From an optimization exercise on the open Yosys and OpenROAD flow, aimed at small area; shortcuts taken in it are not production practice. Only simulation tests tie the RTL to the original design; equivalence was not proved. The clock port is modelled as an ideal driver, which makes a skipped or thinned clock tree look cheaper than it is; a real chip needs a root buffer or a tree. No activity file was given, so power comes from the tool's default toggle rates.

==> build 65 <==
## TimeClock
module TimeClock(
    input i_clk,
    input i_reset,
    input i_modeSW,
    input i_OnOffSW,
    output [3:0] o_FND_Digit,
    output [7:0] o_FND_Font
    );
    reg       r_half;                  
    reg [3:0] r_cs1, r_cs10;           
    reg [3:0] r_s1;  reg [2:0] r_s10;  
    reg [3:0] r_m1;  reg [2:0] r_m10;  
    reg [3:0] r_ho;  reg r_hx;         
    wire cs1_9  = r_cs1[3] & r_cs1[0];
    wire cs10_9 = r_cs10[3] & r_cs10[0];
    wire s1_9   = r_s1[3] & r_s1[0];
    wire s10_5  = r_s10[2] & r_s10[0];
    wire m1_9   = r_m1[3] & r_m1[0];
    wire m10_5  = r_m10[2] & r_m10[0];
    wire ho_9   = r_ho[3] & ~r_ho[2] & r_ho[0];
    wire [3:0] h1  = {r_ho[3] & ~r_ho[2], r_ho[2] & ~r_ho[3], r_ho[1:0]};
    wire [1:0] h10 = {r_ho[3] & r_ho[2], r_hx};
    wire e_cs1  = ~r_half;
    wire e_cs10 = e_cs1 & cs1_9;
    wire e_s1   = e_cs10 & cs10_9;
    wire e_s10  = e_s1 & s1_9;
    wire e_m1   = e_s10 & s10_5;
    wire e_m10  = e_m1 & m1_9;
    wire e_h    = e_m10 & m10_5;
    function [3:0] inc10(input [3:0] d, input c);
        inc10 = d ^ {c & d[0] & (d[3] | d[2] & d[1]),
                     c & d[0] & d[1],
                     c & d[0] & ~d[3],
                     c};
    endfunction
    function [2:0] inc6(input [2:0] d, input c);
        inc6 = d ^ {c & d[0] & (d[2] | d[1]),
                    c & d[0] & ~d[2],
                    c};
    endfunction
    always @(posedge i_clk or posedge i_reset) begin
        if (i_reset) begin
            r_half <= 0;
            r_cs1 <= 0; r_cs10 <= 0;
            r_s1 <= 0;  r_s10 <= 0;
            r_m1 <= 0;  r_m10 <= 0;
            r_ho <= 0;  r_hx <= 0;
        end else begin
            r_half <= ~r_half;
            r_cs1  <= inc10(r_cs1, e_cs1);
            r_cs10 <= inc10(r_cs10, e_cs10);
            r_s1   <= inc10(r_s1, e_s1);
            r_s10  <= inc6(r_s10, e_s10);
            r_m1   <= inc10(r_m1, e_m1);
            r_m10  <= inc6(r_m10, e_m10);
            if (e_h) begin
                if (ho_9) begin
                    r_ho <= r_hx ? 4'b1100 : 4'b0000;
                    r_hx <= ~r_hx;
                end else
                    r_ho <= r_ho + 4'd1;
            end
        end
    end
    wire [2:0] p;
    assign p[0] = ~r_cs1[3] & (r_cs1[2] | (r_cs1[1] & r_cs1[0]));
    assign p[1] = r_cs10[0] ^ r_cs1[3];
    assign p[2] = r_cs10[1] ^ r_s1[0] ^ (r_cs10[0] & r_cs1[3]);
  ...
==> module TimeClock, before the edit <==
module TimeClock(
    input i_clk,
    input i_reset,
    input i_modeSW,
    input i_OnOffSW,
    output [3:0] o_FND_Digit,
    output [7:0] o_FND_Font
    );
    reg       r_half;                  
    reg [3:0] r_cs1, r_cs10;           
    reg [3:0] r_s1;  reg [2:0] r_s10;  
    reg [3:0] r_m1;  reg [2:0] r_m10;  
    reg [3:0] r_ho;  reg r_hx;         
    wire cs1_9  = r_cs1[3] & r_cs1[0];
    wire cs10_9 = r_cs10[3] & r_cs10[0];
    wire s1_9   = r_s1[3] & r_s1[0];
    wire s10_5  = r_s10[2] & r_s10[0];
    wire m1_9   = r_m1[3] & r_m1[0];
    wire m10_5  = r_m10[2] & r_m10[0];
    wire ho_9   = r_ho[3] & ~r_ho[2] & r_ho[0];
    wire [3:0] h1  = {r_ho[3] & ~r_ho[2], r_ho[2] & ~r_ho[3], r_ho[1:0]};
    wire [1:0] h10 = {r_ho[3] & r_ho[2], r_hx};
    wire e_cs1  = ~r_half;
    wire e_cs10 = e_cs1 & cs1_9;
    wire e_s1   = e_cs10 & cs10_9;
    wire e_s10  = e_s1 & s1_9;
    wire e_m1   = e_s10 & s10_5;
    wire e_m10  = e_m1 & m1_9;
    wire e_h    = e_m10 & m10_5;
    function [3:0] inc10(input [3:0] d, input c);
        inc10 = d ^ {c & d[0] & (d[3] | d[2] & d[1]),
                     c & d[0] & d[1],
                     c & d[0] & ~d[3],
                     c};
    endfunction
    function [2:0] inc6(input [2:0] d, input c);
        inc6 = d ^ {c & d[0] & (d[2] | d[1]),
                    c & d[0] & ~d[2],
                    c};
    endfunction
    always @(posedge i_clk or posedge i_reset) begin
        if (i_reset) begin
            r_half <= 0;
            r_cs1 <= 0; r_cs10 <= 0;
            r_s1 <= 0;  r_s10 <= 0;
            r_m1 <= 0;  r_m10 <= 0;
            r_ho <= 0;  r_hx <= 0;
        end else begin
            r_half <= ~r_half;
            r_cs1  <= inc10(r_cs1, e_cs1);
            r_cs10 <= inc10(r_cs10, e_cs10);
            r_s1   <= inc10(r_s1, e_s1);
            r_s10  <= inc6(r_s10, e_s10);
            r_m1   <= inc10(r_m1, e_m1);
            r_m10  <= inc6(r_m10, e_m10);
            if (e_h) begin
                if (ho_9) begin
                    r_ho <= r_hx ? 4'b1100 : 4'b0000;
                    r_hx <= ~r_hx;
                end else
                    r_ho <= r_ho + 4'd1;
            end
        end
    end
    wire [2:0] p;
    assign p[0] = ~r_cs1[3] & (r_cs1[2] | (r_cs1[1] & r_cs1[0]));
    assign p[1] = r_cs10[0] ^ r_cs1[3];
    assign p[2] = r_cs10[1] ^ r_s1[0] ^ (r_cs10[0] & r_cs1[3]);
    assign o_FND_Digit = i_OnOffSW ? 4'b1111 : ~(4'b0001 << p[1:0]);
    wire q0 = ~p[1] & ~p[0], q1 = ~p[1] & p[0], q2 = p[1] & ~p[0], q3 = p[1] & p[0];
    wire hm = ~i_modeSW, sc = i_modeSW;
    wire [3:0] v = ({4{hm & q0}} & r_m1) | ({4{hm & q1}} & {1'b0, r_m10}) |
                   ({4{hm & q2}} & h1) | ({4{hm & q3}} & {2'b00, h10}) |
                   ({4{sc & q0}} & r_cs1) | ({4{sc & q1}} & r_cs10) |
                   ({4{sc & q2}} & r_s1) | ({4{sc & q3}} & {1'b0, r_s10});
    wire [6:0] seg;
    assign seg[0] = ~v[1] & (v[2] ? ~v[0] : v[0] & ~v[3]);           
    assign seg[1] = v[2] & (v[1] ^ v[0]);                            
    assign seg[2] = ~v[2] & v[1] & ~v[0];                            
    assign seg[3] = v[2] ? (v[1] ~^ v[0]) : (v[0] & ~v[1]);          
    assign seg[4] = v[0] | (v[2] & ~v[1]);                           
    assign seg[5] = v[2] ? (v[1] & v[0]) : (~v[3] & (v[1] | v[0]));  
    assign seg[6] = v[2] ? (v[1] & v[0]) : (~v[3] & ~v[1]);          
    wire cs_lt50 = ~(r_cs10[3] | (r_cs10[2] & (r_cs10[1] | r_cs10[0])));
    assign o_FND_Font[6:0] = p[2] ? 7'h7f : seg;
    assign o_FND_Font[7]   = ~(p[2] & p[1] & ~p[0] & cs_lt50);
endmodule
clock: 10.0 ns
lec_check: 0
cap_margin: 0
core_margin: 2
core_utilization: 40
slew_margin: 0
standard.sh (not shown) runs the stock make flow with config.mk's settings and CLKGATE_MAP_FILE= SYNTH_SCRIPT=/design/flow/synth_recipe.tcl, a recipe that flattens the netlist after the stock synthesis.
==> flow/flow/run.sh <==
#!/bin/bash
# Layout flow: the standard flow (standard.sh) with these changes:
#  - synthesis runs synth_recipe.tcl unchanged except that ABC maps the design
#    with several ABC scripts and keeps the smallest result, and Yosys's
#    extract_fa step is skipped (flow/multi_abc.tcl);
#  - port buffers use the smallest buffer, sky130_fd_sc_hd__buf_1;
#  - after CTS, its H-tree is replaced by three clock buffers fed from the
#    clock port, each driving a third of the registers (flow/post_cts.tcl).
# Every tool's output goes to a log file in this folder.
set -euo pipefail
W=$(pwd)
export FLOW_WORK="$W" FLOW_FLOW_DIR="$W/flow"
cat > "$W/own_synth.tcl" <<TCL
source {$W/flow/multi_abc.tcl}
source {$W/synth_recipe.tcl}
TCL
sed "s#SYNTH_SCRIPT=[^ ]*synth_recipe.tcl#SYNTH_SCRIPT=$W/own_synth.tcl#" standard.sh > own_standard.sh
grep -q "SYNTH_SCRIPT=$W/own_synth.tcl" own_standard.sh
export BUFFER_PORTS_ARGS="-buffer_cell sky130_fd_sc_hd__buf_1"
export POST_CTS_TCL="$W/flow/post_cts.tcl"
bash own_standard.sh synth > "$W/synth.log" 2>&1
bash own_standard.sh finish > "$W/layout.log" 2>&1
test -s out/final.def
==> flow/flow/multi_abc.tcl <==
# Replaces the abc command that ORFS's synth.tcl calls: maps the design with
# several ABC scripts (below) and keeps the smallest result (cell area from
# the liberty file). Everything else about the call is unchanged.
proc my_abc_scripts {} {
  set map {&dch -f
&nf -R 1000 -p
&put
topo}
  set scripts {}
  foreach s {5 12} {
    lappend scripts "&get -n\n&st\n&deepsyn -T 10 -S $s\n$map"
  }
  return $scripts
}
proc abc {args} {
  set i [lsearch $args -script]
  set lib [lindex $args [expr {[lsearch $args -liberty] + 1}]]
  yosys design -save my_pre_abc
  set best ""; set best_area 1e30; set n 0
  foreach text [my_abc_scripts] {
    incr n
    set s [file join $::env(FLOW_WORK) abc_try_$n.script]
    set f [open $s w]; puts $f $text; close $f
    yosys design -load my_pre_abc
    yosys abc {*}[lreplace $args [expr {$i + 1}] [expr {$i + 1}] $s]
    set rpt [file join $::env(FLOW_WORK) abc_stat.txt]
    yosys tee -q -o $rpt stat -liberty $lib
    set f [open $rpt]; set t [read $f]; close $f
    regexp {Chip area for module[^:]*:\s*([0-9.]+)} $t -> area
    puts "multi_abc: try $n area $area"
    if {$area < $best_area} { set best_area $area; set best $n; yosys design -save my_best_abc }
  }
  yosys design -load my_best_abc
  puts "multi_abc: kept try $best area $best_area"
}
# No half/full-adder extraction: the adder cells would keep ABC from
# optimising through them.
proc extract_fa {args} { }
Other scripts of this flow, unchanged in this note and not shown: flow/flow/clkbufs.tcl, flow/flow/post_cts.tcl
==> build 95: changes against build 65 <==
--- a/flow/design.v
+++ b/flow/design.v
@@ -12,5 +12,5 @@
     reg [3:0] r_s1;  reg [2:0] r_s10;  
     reg [3:0] r_m1;  reg [2:0] r_m10;  
-    reg [3:0] r_ho;  reg r_hx;         
+    reg [3:0] r_h1;  reg [1:0] r_h10;  
     wire cs1_9  = r_cs1[3] & r_cs1[0];
     wire cs10_9 = r_cs10[3] & r_cs10[0];
@@ -19,7 +19,6 @@
     wire m1_9   = r_m1[3] & r_m1[0];
     wire m10_5  = r_m10[2] & r_m10[0];
-    wire ho_9   = r_ho[3] & ~r_ho[2] & r_ho[0];
-    wire [3:0] h1  = {r_ho[3] & ~r_ho[2], r_ho[2] & ~r_ho[3], r_ho[1:0]};
-    wire [1:0] h10 = {r_ho[3] & r_ho[2], r_hx};
+    wire h_23   = r_h10[1] & r_h1[1] & r_h1[0];
+    wire h1_9   = r_h1[3] & r_h1[0];
     wire e_cs1  = ~r_half;
     wire e_cs10 = e_cs1 & cs1_9;
@@ -30,13 +29,13 @@
     wire e_h    = e_m10 & m10_5;
     function [3:0] inc10(input [3:0] d, input c);
-        inc10 = d ^ {c & d[0] & (d[3] | d[2] & d[1]),
-                     c & d[0] & d[1],
-                     c & d[0] & ~d[3],
-                     c};
+        inc10 = {c ? (d[0] ? d[2] & d[1] : d[3]) : d[3],
+                 c ? (d[0] & d[1] ? ~d[2] : d[2]) : d[2],
+                 c ? ~d[3] & (d[0] ? ~d[1] : d[1]) : d[1],
+                 c ? ~d[0] : d[0]};
     endfunction
     function [2:0] inc6(input [2:0] d, input c);
-        inc6 = d ^ {c & d[0] & (d[2] | d[1]),
-                    c & d[0] & ~d[2],
-                    c};
+        inc6 = {c ? (d[0] ? d[1] : d[2]) : d[2],
+                c ? ~d[2] & (d[0] ? ~d[1] : d[1]) : d[1],
+                c ? ~d[0] : d[0]};
     endfunction
     always @(posedge i_clk or posedge i_reset) begin
@@ -46,5 +45,5 @@
             r_s1 <= 0;  r_s10 <= 0;
             r_m1 <= 0;  r_m10 <= 0;
-            r_ho <= 0;  r_hx <= 0;
+            r_h1 <= 0;  r_h10 <= 0;
         end else begin
             r_half <= ~r_half;
@@ -56,9 +55,10 @@
             r_m10  <= inc6(r_m10, e_m10);
             if (e_h) begin
-                if (ho_9) begin
-                    r_ho <= r_hx ? 4'b1100 : 4'b0000;
-                    r_hx <= ~r_hx;
-                end else
-                    r_ho <= r_ho + 4'd1;
+                if (h_23) begin
+                    r_h1 <= 0; r_h10 <= 0;
+                end else begin
+                    r_h1 <= inc10(r_h1, 1'b1);
+                    if (h1_9) r_h10 <= {r_h10[0], ~r_h10[0]};
+                end
             end
         end
@@ -69,10 +69,17 @@
     assign p[2] = r_cs10[1] ^ r_s1[0] ^ (r_cs10[0] & r_cs1[3]);
     assign o_FND_Digit = i_OnOffSW ? 4'b1111 : ~(4'b0001 << p[1:0]);
-    wire q0 = ~p[1] & ~p[0], q1 = ~p[1] & p[0], q2 = p[1] & ~p[0], q3 = p[1] & p[0];
-    wire hm = ~i_modeSW, sc = i_modeSW;
-    wire [3:0] v = ({4{hm & q0}} & r_m1) | ({4{hm & q1}} & {1'b0, r_m10}) |
-                   ({4{hm & q2}} & h1) | ({4{hm & q3}} & {2'b00, h10}) |
-                   ({4{sc & q0}} & r_cs1) | ({4{sc & q1}} & r_cs10) |
-                   ({4{sc & q2}} & r_s1) | ({4{sc & q3}} & {1'b0, r_s10});
+    reg [3:0] v;
+    always @(*) begin
+        case ({i_modeSW, p[1:0]})
+            3'b000: v = r_m1;
+            3'b001: v = {1'b0, r_m10};
+            3'b010: v = r_h1;
+            3'b011: v = {2'b00, r_h10};
+            3'b100: v = r_cs1;
+            3'b101: v = r_cs10;
+            3'b110: v = r_s1;
+            default: v = {1'b0, r_s10};
+        endcase
+    end
     wire [6:0] seg;
     assign seg[0] = ~v[1] & (v[2] ? ~v[0] : v[0] & ~v[3]);           
--- a/flow/flow/run.sh
+++ b/flow/flow/run.sh
@@ -1,7 +1,7 @@
 #!/bin/bash
-# Layout flow: the standard flow (standard.sh) with these changes:
-#  - synthesis runs synth_recipe.tcl unchanged except that ABC maps the design
-#    with several ABC scripts and keeps the smallest result, and Yosys's
-#    extract_fa step is skipped (flow/multi_abc.tcl);
+# Layout flow: the standard flow (standard.sh) with two changes:
+#  - synthesis runs synth_recipe.tcl unchanged except that ABC maps for area
+#    (flow/abc_area.script) and Yosys's extract_fa step is skipped, so that
+#    half-adder cells do not block ABC's optimisation;
 #  - port buffers use the smallest buffer, sky130_fd_sc_hd__buf_1;
 #  - after CTS, its H-tree is replaced by three clock buffers fed from the
@@ -10,7 +10,11 @@
 set -euo pipefail
 W=$(pwd)
-export FLOW_WORK="$W" FLOW_FLOW_DIR="$W/flow"
 cat > "$W/own_synth.tcl" <<TCL
-source {$W/flow/multi_abc.tcl}
+proc abc {args} {
+  set i [lsearch \$args -script]
+  set args [lreplace \$args [expr {\$i + 1}] [expr {\$i + 1}] {$W/flow/abc_area.script}]
+  yosys abc {*}\$args
+}
+proc extract_fa {args} { }
 source {$W/synth_recipe.tcl}
 TCL
==> flow/flow/abc_area.script (new file) <==
&get -n
&st
&dch -f
&nf -R 1000 -p
&put
topo
Settings changed: CAP_MARGIN 0 to 20, CORE_UTILIZATION 40 to 65, SLEW_MARGIN 0 to 20.
removed: flow/flow/multi_abc.tcl
==> comparison <==
Via count: build 65 is smaller than build 95 (7.0%). Between build 95 and build 65, the lower critical path depth is in build 65 (gap 1). Worst setup slack: build 95 is worse than build 65 (880 ps). In build 65 the flip-flop and latch count is lower than in build 95, by 1. In build 95 the core utilization is higher than in build 65, by 27 points. In clock power, build 65 and build 95 hardly differ. Clock skew: build 95 is lower than build 65 (6.0 ps). Between build 95 and build 65, the lower sequential share of layout area is in build 95 (gap 0.082 points). Between build 65 and build 95, the lower synthesized area is in build 65 (gap about 5.4%, measured against build 95). Combinational power: build 65 is higher than build 95 (12%).
No run of this note takes its clock network from TritonCTS; it comes from the design's own scripts or RTL.

==> re-timing with driven ports <==
How much do the figures lean on ideal ports? The routed layouts below were timed once more, with nothing changed but the port constraints. Step 1, drivers: a clkbuf_16 drives i_clk and a buf_2 each remaining input, both assumed. Step 2 times the ports against the registers' clock, not the clock port: input delays grow and output delays shrink by t, the midpoint of the rising clock arrivals with the driver on. Three values: ideal ports, drivers, drivers and shift; two values: the first two.
| run | shift t [ns] | slack for setup (ns) | slew at the worst register clock pin (ns) | worst slew at a driven data input, ns |
|---|---|---|---|---|
| build 65 | 0.196 | 4.514 / 4.481 / 4.481 | 0.11 / 0.11 | 0.03 |
| build 95 | 0.196 | 3.630 / 3.606 / 3.606 | 0.10 / 0.10 | 0.03 |
After both steps setup and hold are still met in every run listed. The setup slack of build 65, which loses most, moves by -0.033 ns with the drivers and by -0.033 ns with both steps.
